This design comes from an exercise in tuning for small area on the open sky130 flow, not from production work. Only the layout flow was run in this run; the RTL was not checked for function there. No activity file was given, so power comes from the tool's default toggle rates.

--- flow/config.mk ---
export PLATFORM = sky130hd
export DESIGN_NAME = Top_Circuit
export DESIGN_NICKNAME = Top_Circuit
export VERILOG_FILES = /design/flow/design.v
export SDC_FILE = /design/flow/constraint.sdc
export NUM_CORES = 4
export LEC_CHECK = 0
export CAP_MARGIN = 20
export CORE_MARGIN = 2
export CORE_UTILIZATION = 40
export PLACE_DENSITY = 0.6
export SLEW_MARGIN = 20
--- flow/constraint.sdc ---
create_clock -name core_clock -period 5.0 [get_ports {clk}]
set_input_delay 1.0000 -clock core_clock [delete_from_list [all_inputs] [get_ports {clk}]]
set_output_delay 1.0000 -clock core_clock [all_outputs]
set_load 0.01 [all_outputs]
--- flow/design.v ---
module datapath(clk, rst, start_addr, end_addr, data_reg_ld_wire_in, i_sel, i_ld, i_clr, j_ld, j_clr, data_reg_ld, data_reg_clr, sel_def_max_min, min_ld, min_clr, max_ld, max_clr, max_diff_ld, max_diff_clr, i_lte_j, data_lt_min, data_lt_max, max_diff, start_addr_out);
input clk, rst;
input [7:0] start_addr, end_addr, data_reg_ld_wire_in;
input i_sel, i_ld, i_clr, j_ld, j_clr, data_reg_ld, data_reg_clr, sel_def_max_min, min_ld, min_clr, max_ld, max_clr, max_diff_ld, max_diff_clr;
output i_lte_j, data_lt_min, data_lt_max; 
output [7:0] max_diff;
output [7:0] start_addr_out;
wire [7:0] i_ld_wire_in, i_add_wire, i_wire_out;
wire [7:0] j_wire_out;
wire [7:0] data_reg_wire_out;
wire [7:0] min_mux_wire_out, max_mux_wire_out;
wire [7:0] min_wire_out, max_wire_out;
wire [7:0] sub_wire_out;
	Mux I_MUX(start_addr, i_add_wire, i_sel, i_ld_wire_in);
	Register I_REG(clk, rst, i_clr, i_ld, i_ld_wire_in, i_wire_out);
	Register START_REG(clk, rst, 0, 1, start_addr, start_addr_out);
	Register J_REG(clk, rst, j_clr, j_ld, end_addr, j_wire_out);
	Adder I_ADDER(i_wire_out, 8'b00000001, i_add_wire);
	Compare_LTE IJ_COMP(i_wire_out, j_wire_out, i_lte_j);
	Register DATA_REG(clk, rst, data_reg_clr, data_reg_ld, data_reg_ld_wire_in, data_reg_wire_out);
	Mux MIN_MUX(8'b11111111, data_reg_wire_out, sel_def_max_min, min_mux_wire_out);
	Mux MAX_MUX(8'b00000000, data_reg_wire_out, sel_def_max_min, max_mux_wire_out);
	Register MIN_REG(clk, rst, min_clr, min_ld, min_mux_wire_out, min_wire_out);
	Register MAX_REG(clk, rst, max_clr, max_ld, max_mux_wire_out, max_wire_out);
	Compare_LTE MIN_COMP(data_reg_wire_out, min_wire_out, data_lt_min);
	Compare_LTE MAX_COMP(max_wire_out, data_reg_wire_out, data_lt_max);
	Subtractor MAXMIN_SUB(max_wire_out, min_wire_out, sub_wire_out);
	Register MAX_DIFF_REG(clk, rst, max_diff_clr, max_diff_ld, sub_wire_out, max_diff); 
endmodule
module Mux(Input0, Input1, Sel, Data_out);
	parameter input_size = 8;
	input [input_size-1:0] Input0;
	input [input_size-1:0] Input1;
	input Sel;
	output reg [7:0] Data_out;
	always @ (Sel, Input0, Input1) begin
		if( Sel == 0) begin
			Data_out <= Input0;
		end
		else  begin
			Data_out <= Input1;
		end
	end
endmodule
module Register(clk, rst, clr, ld, I, Q);
	parameter reg_width = 8;
	input clk, rst, clr, ld;
	input [reg_width-1:0] I;
	output reg [reg_width-1:0] Q;
	always @ (posedge clk) begin
		if( rst == 1 ) begin
			Q <= 0;		
		end
		else begin
			if( clr == 1 ) begin
				Q <= 0;
			end
			else if( ld == 1 ) begin
				Q <= I;
			end
		end
	end   
endmodule
module Adder(A, B, Result);
	parameter adder_size = 8;
	input [adder_size-1:0] A;
	input [adder_size-1:0] B;
	output reg [adder_size-1:0] Result;
	always @ (A, B) begin
		Result <= A + B;
	end
endmodule
module Subtractor(A, B, Result);
	parameter sub_size = 8;
	input [sub_size-1:0] A;
	input [sub_size-1:0] B;
	output reg [sub_size-1:0] Result;
	always @ (A, B) begin	
		Result <= A - B;
	end
endmodule
module Compare_LTE(A, B, LTE);
	parameter adder_size = 8;
	input [adder_size - 1:0] A;
	input [adder_size-1:0] B;
	output reg LTE;
	always @ (A, B) begin
		if(A <= B) begin
			LTE <= 1;
		end
		else begin
			LTE <=0;
		end
	end
endmodule
module controller(clk, rst, start, i_lte_j, data_lt_min, data_lt_max, max_diff, start_addr_out, i_sel, i_ld, i_clr, j_ld, j_clr, data_reg_ld, data_reg_clr, sel_def_max_min, min_ld, min_clr, max_ld, max_clr, max_diff_ld, max_diff_clr, busy, data_reg_ld_wire_in, scl, sda, sda_oe_out, sda_in);
input clk, rst, start, i_lte_j, data_lt_min, data_lt_max;
input [7:0] max_diff;
input [7:0] start_addr_out;
output reg i_sel, i_ld, i_clr, j_ld, j_clr, data_reg_ld, data_reg_clr, sel_def_max_min, min_ld, min_clr, max_ld, max_clr, max_diff_ld, max_diff_clr, busy;
output reg [7:0] data_reg_ld_wire_in;
output scl, sda, sda_oe_out;
input sda_in;
parameter S_init = 0, 
	  S_wait_for_reg_load = 1, 
	  S_setup_signal_generate = 2, 
  	  S_start_signal_generate = 3, 
	  S_data_signal_generate0 = 4, 
	  S_data_signal_generate1 = 5,
	  S_send_write_bit0 = 6,
	  S_send_write_bit1 = 7,
	  S_release_sda_device_addr = 8,
	  S_wait_for_ack_device_addr0 = 9,
	  S_wait_for_ack_device_addr1 = 10,
	  S_dummy_device_addr = 11,
	  S_send_word_addr0 = 12,
	  S_send_word_addr1 = 13,
	  S_release_sda_word_addr = 14,
	  S_wait_for_ack_word_addr0 = 15,
	  S_wait_for_ack_word_addr1 = 16,
	  S_dummy_word_addr = 17,
	  S_start_signal_generate_read0 = 18,
	  S_start_signal_generate_read1 = 19,
	  S_device_addr_generate0 = 20,
	  S_device_addr_generate1 = 21,
	  S_send_read_bit0 = 22,
	  S_send_read_bit1 = 23,
	  S_release_sda_device_addr2 = 24,
	  S_wait_for_ack_device_addr2_0 = 25,
	  S_wait_for_ack_device_addr2_1 = 26,
	  S_dummy_device_addr1 = 27,
	  S_send_ack_mem = 28,
	  S_send_ack_mem1 = 29,
	  S_send_ack_mem2 = 30,
	  S_receive_data_from_mem = 31,
	  S_get_compare_ij_result = 32,
  	  S_wait_for_ltmin_ltmax_signal = 33,
	  S_get_ltmin_ltmax_signal = 34,
	  S_wait_for_min_max_update = 35,
	  S_incr_addr = 36,
	  S_ld_max_diff = 37,
	  S_wait_for_max_diff_update = 38,
	  S_send_stop_signal = 39,
	  S_send_stop_signal1 = 40,
	  S_send_stop_signal2 = 41,
	  S_send_stop_signal3 = 42,
	  S_send_stop_signal4 = 43,
	  S_send_stop_signal5 = 44,
	  S_update_reg_write = 45,
	  S_send_data_mem = 46,
	  S_stop = 47;
reg [5:0] State;
parameter [6:0]DEVICE_ID = 7'b1010001;
parameter WRITE_BIT = 1'b0;
parameter READ_BIT = 1'b1;
reg reg_load_ctr, reg_ctr_wait_for_ltmin_ltmax, reg_ctr_wait_for_min_max_update, reg_ctr_wait_for_max_diff_update;
reg [1:0] start_ctr_reg, data_ctr_reg0, data_ctr_reg1, data_rw_reg0, data_rw_reg1, release_ctr_device_reg, release_ctr_word_reg, deviceaddr_ack_ctr_reg, send_word_ctr_reg0, send_word_ctr_reg1, wordaddr_ack_ctr_reg, start_ctr_read_reg, data_ctr_reg2, data_ctr_reg3, data_rw_reg2, data_rw_reg3, release_ctr_device_reg2, deviceaddr_ack_ctr_reg2, dummy_ctr_device_addr_reg, dummy_ctr_word_addr_reg, dummy_ctr_device_addr1_reg;
reg [2:0] index1, index2;
reg [3:0] index_word_addr;
reg [4:0] read_data_ctr_reg;
reg sda_oe, scl_oe, sda_data; 
reg [2:0] read_value_ctr_reg;
reg [7:0] read_ctr_cont_reg, write_addr_reg;
reg flag_write_reg, flag_data_write_reg;
reg [2:0] setup_ctr_reg;
reg [7:0] tmp_addr_reg;
reg [7:0] MAX_DIFF;
reg FIRSTTIME;
assign sda = sda_data;
assign sda_oe_out = sda_oe;
assign scl = scl_oe ? 1'b1 : 1'b0;
	always @(posedge clk)
	begin
		if(rst == 1)
		begin
			State <= S_init;
			busy <= 1'b0;
			i_sel <= 1'b0; i_ld <= 1'b0;
			i_clr <= 1'b1; j_ld <= 1'b0; j_clr <= 1'b1;
			sel_def_max_min <= 1'b0; min_ld <= 1'b0; 
			min_clr <= 1'b1; max_clr <= 1'b1;
			max_diff_ld <= 1'b0; max_diff_clr <= 1'b1;
			data_reg_ld <= 1'b0; data_reg_clr <= 1'b1;
			reg_load_ctr <= 1;
			reg_ctr_wait_for_ltmin_ltmax <= 1;
			reg_ctr_wait_for_min_max_update <= 1;
			reg_ctr_wait_for_max_diff_update <= 1;
			scl_oe <= 1'b1;
			sda_oe <= 1'b1;
			sda_data <= 1'b1;
			setup_ctr_reg <= 3;
			start_ctr_reg <= 1;
			data_ctr_reg0 <= 1;
			data_ctr_reg1 <= 1;
			data_ctr_reg2 <= 1;
			data_ctr_reg3 <= 1;
			data_rw_reg0 <= 1;
			data_rw_reg1 <= 1;
			data_rw_reg2 <= 1;
			data_rw_reg3 <= 1;
			release_ctr_device_reg <= 1;
			release_ctr_device_reg2 <= 1;
			release_ctr_word_reg <= 1;
			deviceaddr_ack_ctr_reg <= 1;
			deviceaddr_ack_ctr_reg2 <= 1;
			wordaddr_ack_ctr_reg <= 1;
			send_word_ctr_reg0 <= 1;
			send_word_ctr_reg1 <= 1;
			start_ctr_read_reg <= 1;
			read_data_ctr_reg <= 17;
			dummy_ctr_device_addr_reg <= 1;
			dummy_ctr_word_addr_reg <= 1;
			dummy_ctr_device_addr1_reg <= 1;
			index1 <= 7;
			index2 <= 7;
			index_word_addr <= 8;
			read_value_ctr_reg <= 7;
			flag_write_reg <= 0;
			flag_data_write_reg <= 0;
			write_addr_reg <= 255;			
			FIRSTTIME <= 1'b1;
		end
		else
		begin
			case(State)
				S_init:
				begin
					busy <= 1'b0;
					i_ld <= 1'b1;
					i_clr <= 1'b0;
					j_ld <= 1'b1;
					j_clr <= 1'b0;
					i_sel <= 1'b0;
					sel_def_max_min <= 1'b0;
					min_clr <= 1'b0; max_clr <= 1'b0;
					min_ld <= 1'b1; max_ld <= 1'b1;
					scl_oe <= 1'b1;
					sda_oe <= 1'b1;
					sda_data <= 1'b1;
					if(start == 1'b1)
					begin
						State <= S_wait_for_reg_load;
						busy <= 1'b1;
					end
					else
					begin
						State <= S_init;
					end
				end
				S_wait_for_reg_load:
				begin
					if(reg_load_ctr != 0)
					begin
						tmp_addr_reg <= start_addr_out;
						reg_load_ctr <= reg_load_ctr - 1;
						State <= S_wait_for_reg_load;
						i_ld <= 1'b0; i_clr <= 1'b0;
						min_ld <= 1'b0; min_clr <= 1'b0;
						max_ld <= 1'b0; max_clr <= 1'b0;
					end
					else
					begin
						if(FIRSTTIME == 1'b1)
						begin
							State <= S_setup_signal_generate;
						end
						else
						begin
							State <= S_send_ack_mem;
						end	
					end
				end
				S_setup_signal_generate:
				begin
					if(setup_ctr_reg != 0)
					begin
						scl_oe <= 1'b1;
						sda_oe <= 1'b1;
						sda_data <= 1'b1;
						State <= S_setup_signal_generate;
						setup_ctr_reg <= setup_ctr_reg - 1;		
					end
					else
					begin
						State <= S_start_signal_generate;
					end
				end	
				S_start_signal_generate:
				begin
					if(start_ctr_reg != 0)
					begin
						scl_oe <= 1'b1;
						sda_oe <= 1'b1;
						sda_data <= 1'b0;
						State <= S_start_signal_generate;
						start_ctr_reg <= start_ctr_reg - 1;		
					end
					else
					begin
						State <= S_data_signal_generate0;
					end
				end
				S_data_signal_generate0:
				begin
					if(data_ctr_reg0 != 0)
					begin
						scl_oe <= 1'b0;
						sda_oe <= 1'b1;
						sda_data <= DEVICE_ID[index1-1];
						State <= S_data_signal_generate0;
						data_ctr_reg0 <= data_ctr_reg0 - 1;
					end
					else
					begin
						State <= S_data_signal_generate1;
					end
				end
				S_data_signal_generate1:
				begin
					if(data_ctr_reg1 != 0)
					begin
						scl_oe <= 1'b1;
						sda_oe <= 1'b1;
						sda_data <= DEVICE_ID[index1-1];
						data_ctr_reg1 <= data_ctr_reg1 - 1;
						index1 <= index1 - 1;	
					end
					else
					begin
						if(index1 == 0)
						begin
							State <= S_send_write_bit0;
						end
						else
						begin
							State <= S_data_signal_generate0;
							data_ctr_reg0 <= 1;
							data_ctr_reg1 <= 1;
						end
					end
				end
				S_send_write_bit0:
				begin
					if(data_rw_reg0 != 0)
					begin
						scl_oe <= 1'b0;
						sda_oe <= 1'b1;
						sda_data <= WRITE_BIT;
						data_rw_reg0 <= data_rw_reg0 - 1;
					end
					else
					begin
						State <= S_send_write_bit1;
					end
				end
				S_send_write_bit1:
				begin
					if(data_rw_reg1 != 0)
					begin
						scl_oe <= 1'b1;
						sda_oe <= 1'b1;
						sda_data <= WRITE_BIT;
						data_rw_reg1 <= data_rw_reg1 - 1;
					end
					else
					begin
						State <= S_release_sda_device_addr;
					end
				end
				S_release_sda_device_addr:
				begin
					if(release_ctr_device_reg != 0)
					begin
						scl_oe <= 1'b0;
						sda_oe <= 1'b0;
						release_ctr_device_reg <= release_ctr_device_reg - 1;
					end
					else
					begin
						State <= S_wait_for_ack_device_addr0;
					end	
				end
				S_wait_for_ack_device_addr0:
				begin
					State <= S_wait_for_ack_device_addr1;
				end
				S_wait_for_ack_device_addr1:
				begin
					scl_oe <= 1'b1;
					if(deviceaddr_ack_ctr_reg != 0)
					begin
						deviceaddr_ack_ctr_reg <= deviceaddr_ack_ctr_reg - 1;
					end
					else
					begin
						State <= S_dummy_device_addr;
					end
				end
				S_dummy_device_addr:
				begin
					if(dummy_ctr_device_addr_reg != 0)
					begin
						scl_oe <= 1'b0;
						State <= S_dummy_device_addr;
						dummy_ctr_device_addr_reg <= dummy_ctr_device_addr_reg - 1;
					end
					else
					begin
						State <= S_send_word_addr0;
					end
				end
				S_send_word_addr0:
				begin
					if(send_word_ctr_reg0 != 0)
					begin
						scl_oe <= 1'b0;
						sda_oe <= 1'b1;
						if( (flag_write_reg == 0) && (flag_data_write_reg == 0) )
						begin
							sda_data <= tmp_addr_reg[index_word_addr-1];
						end
						else if( (flag_write_reg == 1) && (flag_data_write_reg == 0) )
						begin
							sda_data <= write_addr_reg[index_word_addr-1];
						end
						else if( (flag_write_reg == 1) && (flag_data_write_reg == 1) )
						begin
							sda_data <= MAX_DIFF[index_word_addr-1];
						end
						State <= S_send_word_addr0;
						send_word_ctr_reg0 <= send_word_ctr_reg0 - 1;
					end
					else
					begin
						State <= S_send_word_addr1;
					end
				end	
				S_send_word_addr1:
				begin
					if(send_word_ctr_reg1 != 0)
					begin
						scl_oe <= 1'b1;
						sda_oe <= 1'b1;
						if( (flag_write_reg == 0) && (flag_data_write_reg == 0) )
						begin
							sda_data <= tmp_addr_reg[index_word_addr-1];
						end
						else if( (flag_write_reg == 1) && (flag_data_write_reg == 0) )
						begin
							sda_data <= write_addr_reg[index_word_addr-1];
						end
						else if( (flag_write_reg == 1) && (flag_data_write_reg == 1) )
						begin
							sda_data <= MAX_DIFF[index_word_addr-1];
						end
						State <= S_send_word_addr1;
						send_word_ctr_reg1 <= send_word_ctr_reg1 - 1;
						index_word_addr <= index_word_addr - 1;	
					end
					else
					begin
						if(index_word_addr == 0)
						begin
							State <= S_release_sda_word_addr;
						end
						else
						begin
							State <= S_send_word_addr0;
							send_word_ctr_reg0 <= 1;
							send_word_ctr_reg1 <= 1;
						end
					end
				end
				S_release_sda_word_addr:
				begin
					if(release_ctr_word_reg != 0)
					begin
						scl_oe <= 1'b0;
						sda_oe <= 1'b0;
						release_ctr_word_reg <= release_ctr_word_reg - 1;
					end
					else
					begin
						State <= S_wait_for_ack_word_addr0;
					end	
				end
				S_wait_for_ack_word_addr0:
				begin
					State <= S_wait_for_ack_word_addr1; 
				end
				S_wait_for_ack_word_addr1:
				begin
					scl_oe <= 1'b1;
					if(wordaddr_ack_ctr_reg != 0)
					begin
						wordaddr_ack_ctr_reg <= wordaddr_ack_ctr_reg - 1;
					end
					else
					begin
						State <= S_dummy_word_addr;
					end
				end
				S_dummy_word_addr:
				begin
					if(dummy_ctr_word_addr_reg != 0)
					begin
						scl_oe <= 1'b0;
						State <= S_dummy_word_addr;
						dummy_ctr_word_addr_reg <= dummy_ctr_word_addr_reg - 1;
					end
					else
					begin
						if( (flag_write_reg == 0) && (flag_data_write_reg == 0) )
						begin
							State <= S_start_signal_generate_read0;
						end
						else if( (flag_write_reg == 1) && (flag_data_write_reg == 0) )
						begin
							State <= S_send_data_mem;	
						end
						else if((flag_write_reg == 1) && (flag_data_write_reg == 1))
						begin
							State <= S_send_stop_signal;
						end
					end
				end	
				S_start_signal_generate_read0:
				begin
					scl_oe <= 1'b1;
					sda_oe <= 1'b1;
					sda_data <= 1'b1;
					State <= S_start_signal_generate_read1;
				end				
				S_start_signal_generate_read1:
				begin
					if(start_ctr_read_reg != 0)
					begin
						scl_oe <= 1'b1;
						sda_oe <= 1'b1;
						sda_data <= 1'b0;
						State <= S_start_signal_generate_read1;
						start_ctr_read_reg <= start_ctr_read_reg - 1;		
					end
					else
					begin
						State <= S_device_addr_generate0;
					end
				end
				S_device_addr_generate0:
				begin
					if(data_ctr_reg2 != 0)
					begin
						scl_oe <= 1'b0;
						sda_oe <= 1'b1;
						sda_data <= DEVICE_ID[index2-1];
						State <= S_device_addr_generate0;
						data_ctr_reg2 <= data_ctr_reg2 - 1;
					end
					else
					begin
						State <= S_device_addr_generate1;
					end
				end
				S_device_addr_generate1:
				begin
					if(data_ctr_reg3 != 0)
					begin
						scl_oe <= 1'b1;
						sda_oe <= 1'b1;
						sda_data <= DEVICE_ID[index2-1];
						data_ctr_reg3 <= data_ctr_reg3 - 1;
						index2 <= index2 - 1;	
					end
					else
					begin
						if(index2 == 0)
						begin
							State <= S_send_read_bit0;
						end
						else
						begin
							State <= S_device_addr_generate0;
							data_ctr_reg2 <= 1;
							data_ctr_reg3 <= 1;
						end
					end
				end
				S_send_read_bit0:
				begin
					if(data_rw_reg2 != 0)
					begin
						scl_oe <= 1'b0;
						sda_oe <= 1'b1;
						sda_data <= READ_BIT;
						data_rw_reg2 <= data_rw_reg2 - 1;
					end
					else
					begin
						State <= S_send_read_bit1;
					end
				end
				S_send_read_bit1:
				begin
					if(data_rw_reg3 != 0)
					begin
						scl_oe <= 1'b1;
						sda_oe <= 1'b1;
						sda_data <= READ_BIT;
						data_rw_reg3 <= data_rw_reg3 - 1;
					end
					else
					begin
						State <= S_release_sda_device_addr2;
					end
				end
				S_release_sda_device_addr2:
				begin
					if(release_ctr_device_reg2 != 0)
					begin
						scl_oe <= 1'b0;
						sda_oe <= 1'b0;
						release_ctr_device_reg2 <= release_ctr_device_reg2 - 1;
					end
					else
					begin
						State <= S_wait_for_ack_device_addr2_0;
					end	
				end
				S_wait_for_ack_device_addr2_0:
				begin
					State <= S_wait_for_ack_device_addr2_1;
				end
				S_wait_for_ack_device_addr2_1:
				begin
					scl_oe <= 1'b1;
					if(deviceaddr_ack_ctr_reg2 != 0)
					begin
						deviceaddr_ack_ctr_reg2 <= deviceaddr_ack_ctr_reg2 - 1;
					end
					else
					begin
						State <= S_dummy_device_addr1;
					end
				end	
				S_dummy_device_addr1:
				begin
					if(dummy_ctr_device_addr1_reg != 0)
					begin
						scl_oe <= 1'b1;
						State <= S_dummy_device_addr1;
						dummy_ctr_device_addr1_reg <= dummy_ctr_device_addr1_reg - 1;
					end
					else
					begin
						scl_oe <= 1'b0;
						State <= S_receive_data_from_mem;
					end
				end
				S_send_ack_mem:
				begin
					scl_oe <= 1'b1;
					sda_oe <= 1'b1;
					sda_data <= 1'b0;
					State <= S_send_ack_mem1;
				end	
				S_send_ack_mem1:
				begin
					scl_oe <= 1'b0;
					sda_oe <= 1'b1;
					read_data_ctr_reg <= 17;
					read_value_ctr_reg <= 7;
					read_ctr_cont_reg <= read_ctr_cont_reg - 1;
					State <= S_send_ack_mem2;
				end
				S_send_ack_mem2:
				begin
					sda_oe <= 1'b0;
					State <= S_receive_data_from_mem;
				end
				S_receive_data_from_mem:
				begin
					if(read_data_ctr_reg != 0)
					begin	
						read_data_ctr_reg <= read_data_ctr_reg - 1;
						if((read_data_ctr_reg != 17) && (read_data_ctr_reg%2 == 1))
						begin
							data_reg_ld_wire_in[read_value_ctr_reg] <= sda_in;
							read_value_ctr_reg <= read_value_ctr_reg - 1;
						end
					end
					else
					begin
						State <= S_get_compare_ij_result;
					end
				end			
				S_get_compare_ij_result:
				begin
					if(i_lte_j == 1'b1)
					begin
						data_reg_ld <= 1'b1; data_reg_clr <= 1'b0;
						State <= S_wait_for_ltmin_ltmax_signal;
					end
					else if(i_lte_j == 1'b0)
					begin
						scl_oe <= 1'b1;
						sda_oe <= 1'b1;
						sda_data <= 1'b1;
						State <= S_ld_max_diff;
						i_ld <= 1'b0; i_clr <= 1'b0;	
					end
				end
				S_wait_for_ltmin_ltmax_signal:
				begin
					if(reg_ctr_wait_for_ltmin_ltmax != 0)
					begin
						reg_ctr_wait_for_ltmin_ltmax = reg_ctr_wait_for_ltmin_ltmax - 1;	
						State <= S_wait_for_ltmin_ltmax_signal;
					end	
					else
					begin
						State <= S_get_ltmin_ltmax_signal;
					end
				end
				S_get_ltmin_ltmax_signal:
				begin
					data_reg_ld <= 1'b0; data_reg_clr <= 1'b0;
					if(data_lt_min == 1'b1)
					begin
						sel_def_max_min <= 1'b1;
						min_ld <= 1'b1; min_clr <= 1'b0;
					end
					else if(data_lt_min == 1'b0)
					begin
						sel_def_max_min <= 1'b1;
						min_ld <= 1'b0; min_clr <= 1'b0;
					end
					if(data_lt_max == 1'b1)
					begin
						sel_def_max_min <= 1'b1;
						max_ld <= 1'b1; max_clr <= 1'b0;
					end
					else if(data_lt_max == 1'b0)
					begin
						sel_def_max_min <= 1'b1;
						max_ld <= 1'b0; max_clr <= 1'b0;
					end
					State <= S_wait_for_min_max_update;
				end
				S_wait_for_min_max_update:
				begin
					if(reg_ctr_wait_for_min_max_update != 0)
					begin
						reg_ctr_wait_for_min_max_update = reg_ctr_wait_for_min_max_update - 1;
						State <= S_wait_for_min_max_update;
					end
					else
					begin
						min_ld <= 1'b0; max_ld <= 1'b0;
						State <= S_incr_addr;
					end
				end
				S_incr_addr:
				begin
					i_ld <= 1'b1; i_clr <= 1'b0;
					i_sel <= 1'b1;	
					State <= S_wait_for_reg_load;
					FIRSTTIME <= 1'b0;
					reg_load_ctr <= 1;
					reg_ctr_wait_for_ltmin_ltmax <= 1;
					reg_ctr_wait_for_min_max_update <= 1;
				end
				S_ld_max_diff:
				begin
					max_diff_ld <= 1'b1; max_diff_clr <= 1'b0;
					State <= S_wait_for_max_diff_update;
				end
				S_wait_for_max_diff_update:
				begin
					if(reg_ctr_wait_for_max_diff_update != 0)
					begin
						reg_ctr_wait_for_max_diff_update <= reg_ctr_wait_for_max_diff_update - 1;
						State <= S_wait_for_max_diff_update;
					end
					else
					begin
						State <= S_send_stop_signal;
					end
				end
				S_send_stop_signal:
				begin
					scl_oe <= 1'b1;
					sda_oe <= 1'b1;
					sda_data <= 1'b0;
					State <= S_send_stop_signal1;
				end
				S_send_stop_signal1:
				begin
					sda_oe <= 1'b1;
					sda_data <= 1'b1;
					State <= S_send_stop_signal2;
				end
				S_send_stop_signal2:
				begin
					scl_oe <= 1'b0;
					State <= S_send_stop_signal3;
				end
				S_send_stop_signal3:
				begin
					scl_oe <= 1'b1;
					State <= S_send_stop_signal4;
				end
				S_send_stop_signal4:
				begin
					scl_oe <= 1'b1;
					sda_oe <= 1'b1;
					sda_data <= 1'b0;
					State <= S_send_stop_signal5;	
				end
				S_send_stop_signal5:
				begin
					scl_oe <= 1'b1;
					sda_oe <= 1'b1;
					sda_data <= 1'b1;
					if(flag_data_write_reg == 0)
					begin
						State <= S_update_reg_write;
					end
					else if(flag_data_write_reg == 1) 
					begin
						busy <= 0;
						State <= S_stop;
					end
				end
				S_update_reg_write:
				begin
					start_ctr_reg <= 1;
					data_ctr_reg0 <= 1;
					data_ctr_reg1 <= 1;
					index1 <= 7;
					data_rw_reg0 <= 1;
					data_rw_reg1 <= 1;
					release_ctr_device_reg <= 1;
					deviceaddr_ack_ctr_reg <= 1;
					dummy_ctr_device_addr_reg <= 1;
					send_word_ctr_reg0 <= 1;
					send_word_ctr_reg1 <= 1;
					release_ctr_word_reg <= 1;
					wordaddr_ack_ctr_reg <= 1;
					dummy_ctr_word_addr_reg <= 1;
					index_word_addr <= 8;
					flag_write_reg <= 1;
					MAX_DIFF <= max_diff;
					State <= S_start_signal_generate;
				end
				S_send_data_mem:
				begin
					send_word_ctr_reg0 <= 1;
					send_word_ctr_reg1 <= 1;
					release_ctr_word_reg <= 1;
					wordaddr_ack_ctr_reg <= 1;
					dummy_ctr_word_addr_reg <= 1;
					index_word_addr <= 8;
					flag_data_write_reg <= 1;
					State <= S_send_word_addr0;
				end
				S_stop:
				begin
				end
			endcase	
		end
	end  
endmodule
module fsmd(clk, rst, start, start_addr, end_addr, busy, max_diff, scl, sda, sda_oe, sda_in);
	input clk, rst, start;
	input [7:0] start_addr, end_addr;
	output busy;
	output [7:0] max_diff;
	wire i_sel, i_ld, i_clr, i_lte_j, j_ld, j_clr, data_reg_ld, data_reg_clr, sel_def_max_min, min_ld, min_clr, max_ld, max_clr, data_lt_min, data_lt_max, max_diff_ld, max_diff_clr;
	wire [7:0] max_diff, data_reg_ld_wire_in, start_addr_out;
	output scl, sda, sda_oe;
	input sda_in;
	controller C1 (clk, rst, start, i_lte_j, data_lt_min, data_lt_max, max_diff, start_addr_out, i_sel, i_ld, i_clr, j_ld, j_clr, data_reg_ld, data_reg_clr, sel_def_max_min, min_ld, min_clr, max_ld, max_clr, max_diff_ld, max_diff_clr, busy, data_reg_ld_wire_in, scl, sda, sda_oe, sda_in);
	datapath D1 (clk, rst, start_addr, end_addr, data_reg_ld_wire_in, i_sel, i_ld, i_clr, j_ld, j_clr, data_reg_ld, data_reg_clr, sel_def_max_min, min_ld, min_clr, max_ld, max_clr, max_diff_ld, max_diff_clr, i_lte_j, data_lt_min, data_lt_max,  max_diff, start_addr_out);
endmodule
module Top_Circuit(clk, rst, start, start_addr, end_addr, max_diff, busy, scl, sda_out, sda_oe, sda_in);
input clk, rst, start;
input [7:0] start_addr, end_addr;
output reg [7:0] max_diff;
output reg busy;
output scl, sda_out, sda_oe;
input sda_in;
wire [7:0] wire_max_diff;
wire wire_busy;
	fsmd F1(clk, rst, start, start_addr, end_addr, wire_busy, wire_max_diff, scl, sda_out, sda_oe, sda_in);
	always @(posedge clk)
	begin
		max_diff <= wire_max_diff;
		busy <= wire_busy;
	end
endmodule
--- flow/run.sh ---
#!/bin/bash
# synth_recipe.tcl (not shown) runs the flow's synth.tcl, then flattens the netlist and writes it again
# the make line also repeats each setting of config.mk as NAME=value (left out here)
make -C /OpenROAD-flow-scripts/flow DESIGN_CONFIG=/design/flow/config.mk WORK_HOME=/design/flow/orfs CLKGATE_MAP_FILE= SYNTH_SCRIPT=/design/flow/synth_recipe.tcl finish
==> impl_metrics.xml <==
<?xml version="1.0" encoding="UTF-8"?>
<metrics>
  <group name="yosys">
    <metric name="synth_sequential_area_ratio" unit="%">39.2</metric>
    <metric name="synthArstFlopShare" unit="%">0</metric>
    <metric name="synth_flop_cell" unit="">dfxtp_1</metric>
    <metric name="postSynthCellCount" unit="">1187</metric>
    <metric name="synth_warn" unit="">9</metric>
    <metric name="syn-mean-instance-area" unit="µm²">8.37</metric>
    <metric name="yosysMostFrequentCell" unit="">dfxtp_1</metric>
    <metric name="netlist-cell-type-count" unit="">83</metric>
    <metric name="post_synth_edffs" unit="">25</metric>
    <metric name="post_synth_most_frequent_cells" unit="">dfxtp_1 (157), nor2_1 (121), nand2_1 (115)</metric>
    <metric name="synth_top_cells_by_area" unit="">dfxtp_1 (32%), ha_1 (8.1%), edfxtp_1 (7.6%)</metric>
    <metric name="syn_area" unit="µm²">9940</metric>
    <metric name="synth_nets" unit="">1272</metric>
    <metric name="postSynthRegisterBits" unit="">182</metric>
    <metric name="yosys.area.top_type" unit="">dfxtp_1</metric>
    <metric name="synth_top_area_share" unit="%">31.6</metric>
  </group>
  <group name="layout">
    <metric name="areaGrowthSynthToFinish" unit="%">11.2</metric>
    <metric name="layout_nets" unit="">1269</metric>
    <metric name="finish.cell_count_without_fillers" unit="">1521</metric>
    <metric name="antenna-diode-count" unit="">0</metric>
    <metric name="layout.core_utilization" unit="%">45.4</metric>
    <metric name="filler_cell_count" unit="">2403</metric>
    <metric name="post_route_cells_drive_above_1_share" unit="%">6.93</metric>
  </group>
  <group name="floorplan">
    <metric name="ioPinCount" unit="">32</metric>
    <metric name="die-area" unit="µm²">26100</metric>
    <metric name="core_footprint" unit="µm²">24300</metric>
    <metric name="die_x" unit="µm">162</metric>
    <metric name="placementRows" unit="">57</metric>
    <metric name="initial_utilization" unit="%">40.9</metric>
    <metric name="die_height" unit="µm">162</metric>
  </group>
  <group name="power_and_ir_drop">
    <metric name="p_leak" unit="µW">0.00414</metric>
    <metric name="cellPowerDensity" unit="nW/µm²">400</metric>
    <metric name="finalPower" unit="µW">4420</metric>
    <metric name="irDropWorstVdd" unit="mV">0.217</metric>
  </group>
  <group name="sta">
    <metric name="fmaxAchievable" unit="MHz">295</metric>
    <metric name="final_setup_tns" unit="ns">0</metric>
    <metric name="final.setup.worst_slack" unit="ns">1.61</metric>
    <metric name="period_minus_slack" unit="ns">3.39</metric>
    <metric name="timing_worst_slew_pin_value" unit="ns">1.10</metric>
    <metric name="finish_stage_setup_viols" unit="">0</metric>
    <metric name="timing_hold_violations_final" unit="">0</metric>
    <metric name="rsz_0062_raised_after_global_routing" unit="">no</metric>
    <metric name="post-route-period-util" unit="%">67.8</metric>
    <metric name="worst_clock_skew" unit="ns">0.0144</metric>
    <metric name="slew_headroom" unit="%">25.8</metric>
    <metric name="maxSlewViolCount" unit="">0</metric>
  </group>
  <group name="grt">
    <metric name="grt_pass1_vias" unit="">7976</metric>
    <metric name="overflow" unit="">0</metric>
    <metric name="grt_util_all_layers" unit="%">21.1</metric>
    <metric name="largest_net_degree_at_the_start_of_global_routing" unit="">48</metric>
    <metric name="initial_antenna_violation_count" unit="">0</metric>
    <metric name="grt_pass1_wl" unit="mm">43.9</metric>
  </group>
  <group name="detailed_routing">
    <metric name="vias" unit="">8478</metric>
    <metric name="route.detailed.drc" unit="">0</metric>
    <metric name="ant_nets_after_route" unit="">0</metric>
    <metric name="detail_route.wirelength" unit="mm">26.7</metric>
    <metric name="detailedRoute.firstPassIterationCount" unit="">5</metric>
    <metric name="route.detailed.wl_per_inst" unit="µm">17.6</metric>
    <metric name="drt_first_iter_violations" unit="">713</metric>
    <metric name="post_drt_via_cell_ratio" unit="">5.57</metric>
  </group>
  <group name="min_path">
    <metric name="whs_path_depth" unit="">0</metric>
    <metric name="hold_path_startpoint" unit="">F1.D1.MAX_DIFF_REG.Q[7]$_SDFFE_PP0P_</metric>
    <metric name="hold_crit_endpoint" unit="">max_diff[7]$_DFF_P_</metric>
    <metric name="holdCritPathClass" unit="">reg -&gt; reg</metric>
  </group>
  <group name="cts">
    <metric name="clockBufferDepth" unit="">2</metric>
    <metric name="cts_tree" unit="">done</metric>
    <metric name="worst_skew_pair.late_latency" unit="ns">0.44</metric>
    <metric name="clock_tree.root_cell" unit="">clkbuf_16</metric>
    <metric name="tritoncts_num_sinks" unit="">182</metric>
    <metric name="cts_hold_buffers" unit="">0</metric>
    <metric name="clkSlewWorstSetupHoldPaths" unit="ns">0.08</metric>
    <metric name="htreeDepth" unit="">4</metric>
    <metric name="post_cts_buffers" unit="">0</metric>
    <metric name="tritoncts.num_buffers" unit="">17</metric>
    <metric name="post_cts_resized" unit="">0</metric>
  </group>
  <group name="setup_path">
    <metric name="worst_path_buf_inv" unit="">1</metric>
    <metric name="top_fanout_value_on_the_critical_path" unit="">21</metric>
    <metric name="worst_path_dominant_cell_family" unit="">simple AND/OR/NAND/NOR gates</metric>
    <metric name="slowest_delay" unit="ns">0.81</metric>
    <metric name="timing.reg2reg.setup_slack" unit="ns">1.61</metric>
    <metric name="reg2reg_to" unit="">F1.C1.State[1]$_SDFFE_PP0P_</metric>
    <metric name="startpoint_type" unit="">flip-flop</metric>
    <metric name="worst_ep_required_time" unit="ns">5.33</metric>
    <metric name="worst-r2r-cell-count" unit="">7</metric>
    <metric name="crit_chain" unit="">buf_4, or2b_1, nor4_1, or4b_1, a2111o_1, a2111oi_0, a221oi_1</metric>
    <metric name="crit_arrival" unit="ns">3.73</metric>
    <metric name="critical_path.endpoint_type" unit="">flip-flop</metric>
    <metric name="critical_path_class" unit="">reg -&gt; reg</metric>
    <metric name="slowest_stage" unit="">dfxtp_1</metric>
    <metric name="worstReg2RegStart" unit="">F1.C1.State[1]$_SDFFE_PP0P_</metric>
  </group>
  <group name="placed_design">
    <metric name="pre_cts_slack" unit="ns">1.70</metric>
    <metric name="place.port_buffers" unit="">31</metric>
    <metric name="place_congestion" unit="">0.970</metric>
    <metric name="dpl.cell_count" unit="">1489</metric>
    <metric name="dp_hpwl" unit="mm">19.8</metric>
  </group>
  <group name="run">
    <metric name="drv_cap" unit="">0</metric>
  </group>
  <group name="outcome">
    <metric name="status" unit="">finished clean</metric>
  </group>
</metrics>
## metrics by stage
stage                     instance area (µm²)  hold slack (ns)
after floorplan                          9940            0.330
after global placement                  10500            0.366
after detailed placement                10500            0.367
after CTS                               11000            0.377
after global routing                    11000            0.377
final                                   11000            0.374
## kinds of logic (layout without fill, tap and decap cells)
kind of cell | Yosys count | in the layout | share of synthesized area (%)
AOI/OAI and AO/OA | 281 | 281 | 18.4
xor gates and xnor gates | 29 | 29 | 2.56
adders and majority gates | 65 | 65 | 8.26
buffers and inverters | 161 | 171 | 6.52
DFF | 182 | 182 | 39.2
muxes | 33 | 33 | 3.51
and+or+nand+nor | 436 | 436 | 21.6
## worst reg2reg max path, cell delays in order, from the launching register on
cell	delay [ns]
dfxtp_1	0.81
buf_4	0.36
or2b_1	0.43
nor4_1	0.65
or4b_1	0.21
a2111o_1	0.38
a2111oi_0	0.14
a221oi_1	0.31
## placed cells by master (no fill, tap or decap), types with 5 or more instances in the layout
cell type	n
o21a_1	6
clkbuf_16	17
nor2b_1	27
inv_1	89
or2_2	12
a21oi_1	68
or3_1	10
mux2i_1	27
nand4_1	14
nor4_1	9
nor3b_1	7
nor3_1	33
edfxtp_1	25
xor2_1	7
nand2_1	115
buf_4	17
o21ai_0	65
xnor2_1	22
a22oi_1	5
dfxtp_1	157
a31oi_1	10
a211oi_1	21
nand3b_1	8
o22ai_1	22
o211ai_1	10
and3_1	8
clkdlybuf4s50_1	30
o221ai_1	6
nand2b_1	15
a21o_1	7
nand3_1	30
nor2_1	121
ha_1	64
mux2_2	5
## area by class of cell
cell class	count	area, µm²	share of cell area (%)
clock buffer	17	425	3.85
clock inverter	15	154	1.39
inverter	91	342	3.09
multi-input combinational	844	5390	48.8
sequential	182	3890	35.2
tap	324	405	3.67
timing repair buffer	48	433	3.92
## power by group
part           switching (µW)  internal, µW
registers                 178          1590
logic                     800           512
clock network             663           671
## routing by layer
metal | share of wire, % | GRT usage [%] | wire length [µm] | vias up
li1 | - | - | - | 4202
met5 | 0 | 0 | 0 | -
met1 | 48 | 30.9 | 12800 | 3931
met2 | 44 | 32.0 | 11700 | 302
met3 | 6.4 | 3.18 | 1700 | 43
met4 | 2.1 | 6.37 | 550 | 0
## worst max-delay path by stage
stage | endpoint | from | depth (start not counted) | slack (ns)
6_report | F1.C1.State[1]$_SDFFE_PP0P_ | F1.C1.State[1]$_SDFFE_PP0P_ | 7 | 1.61
5_1_grt | F1.C1.State[1]$_SDFFE_PP0P_ | F1.C1.State[1]$_SDFFE_PP0P_ | 7 | 1.42
4_1_cts | F1.C1.State[1]$_SDFFE_PP0P_ | F1.C1.State[1]$_SDFFE_PP0P_ | 7 | 1.68
3_5_place_dp | F1.C1.State[1]$_SDFFE_PP0P_ | F1.C1.State[1]$_SDFFE_PP0P_ | 7 | 1.70
3_3_place_gp | F1.C1.State[1]$_SDFFE_PP0P_ | F1.C1.State[1]$_SDFFE_PP0P_ | 7 | 1.86
2_1_floorplan | F1.C1.MAX_DIFF[0]$_DFFE_PP_ | rst | 4 | 2.65

[afterwards: timing with drivers on the ports]
No port has a modelled driver above. Below, the same layout with a new extraction and two added sets of constraints.
Step 1 sets driving cells, clkbuf_16 on the clock port and buf_2 on the other inputs (assumed; they add their load-dependent delay and slew).
Step 2 times the ports against the registers' clock, not the clock port: input delays grow and output delays shrink by t, the midpoint of the rising clock arrivals with the driver on.
Three values: ideal, step 1, step 2; two values: the first two.
shift t [ns]: 0.479
slack for setup (ns): 1.608 / 1.608 / 1.608
hold WS [ns]: 0.374 / 0.374 / 0.374
worst slew at a driven data input, ns: 0.04
After both steps this run still meets setup and hold. For this run, drivers alone change the setup slack by 0.000 ns; drivers and shift together by 0.000 ns.
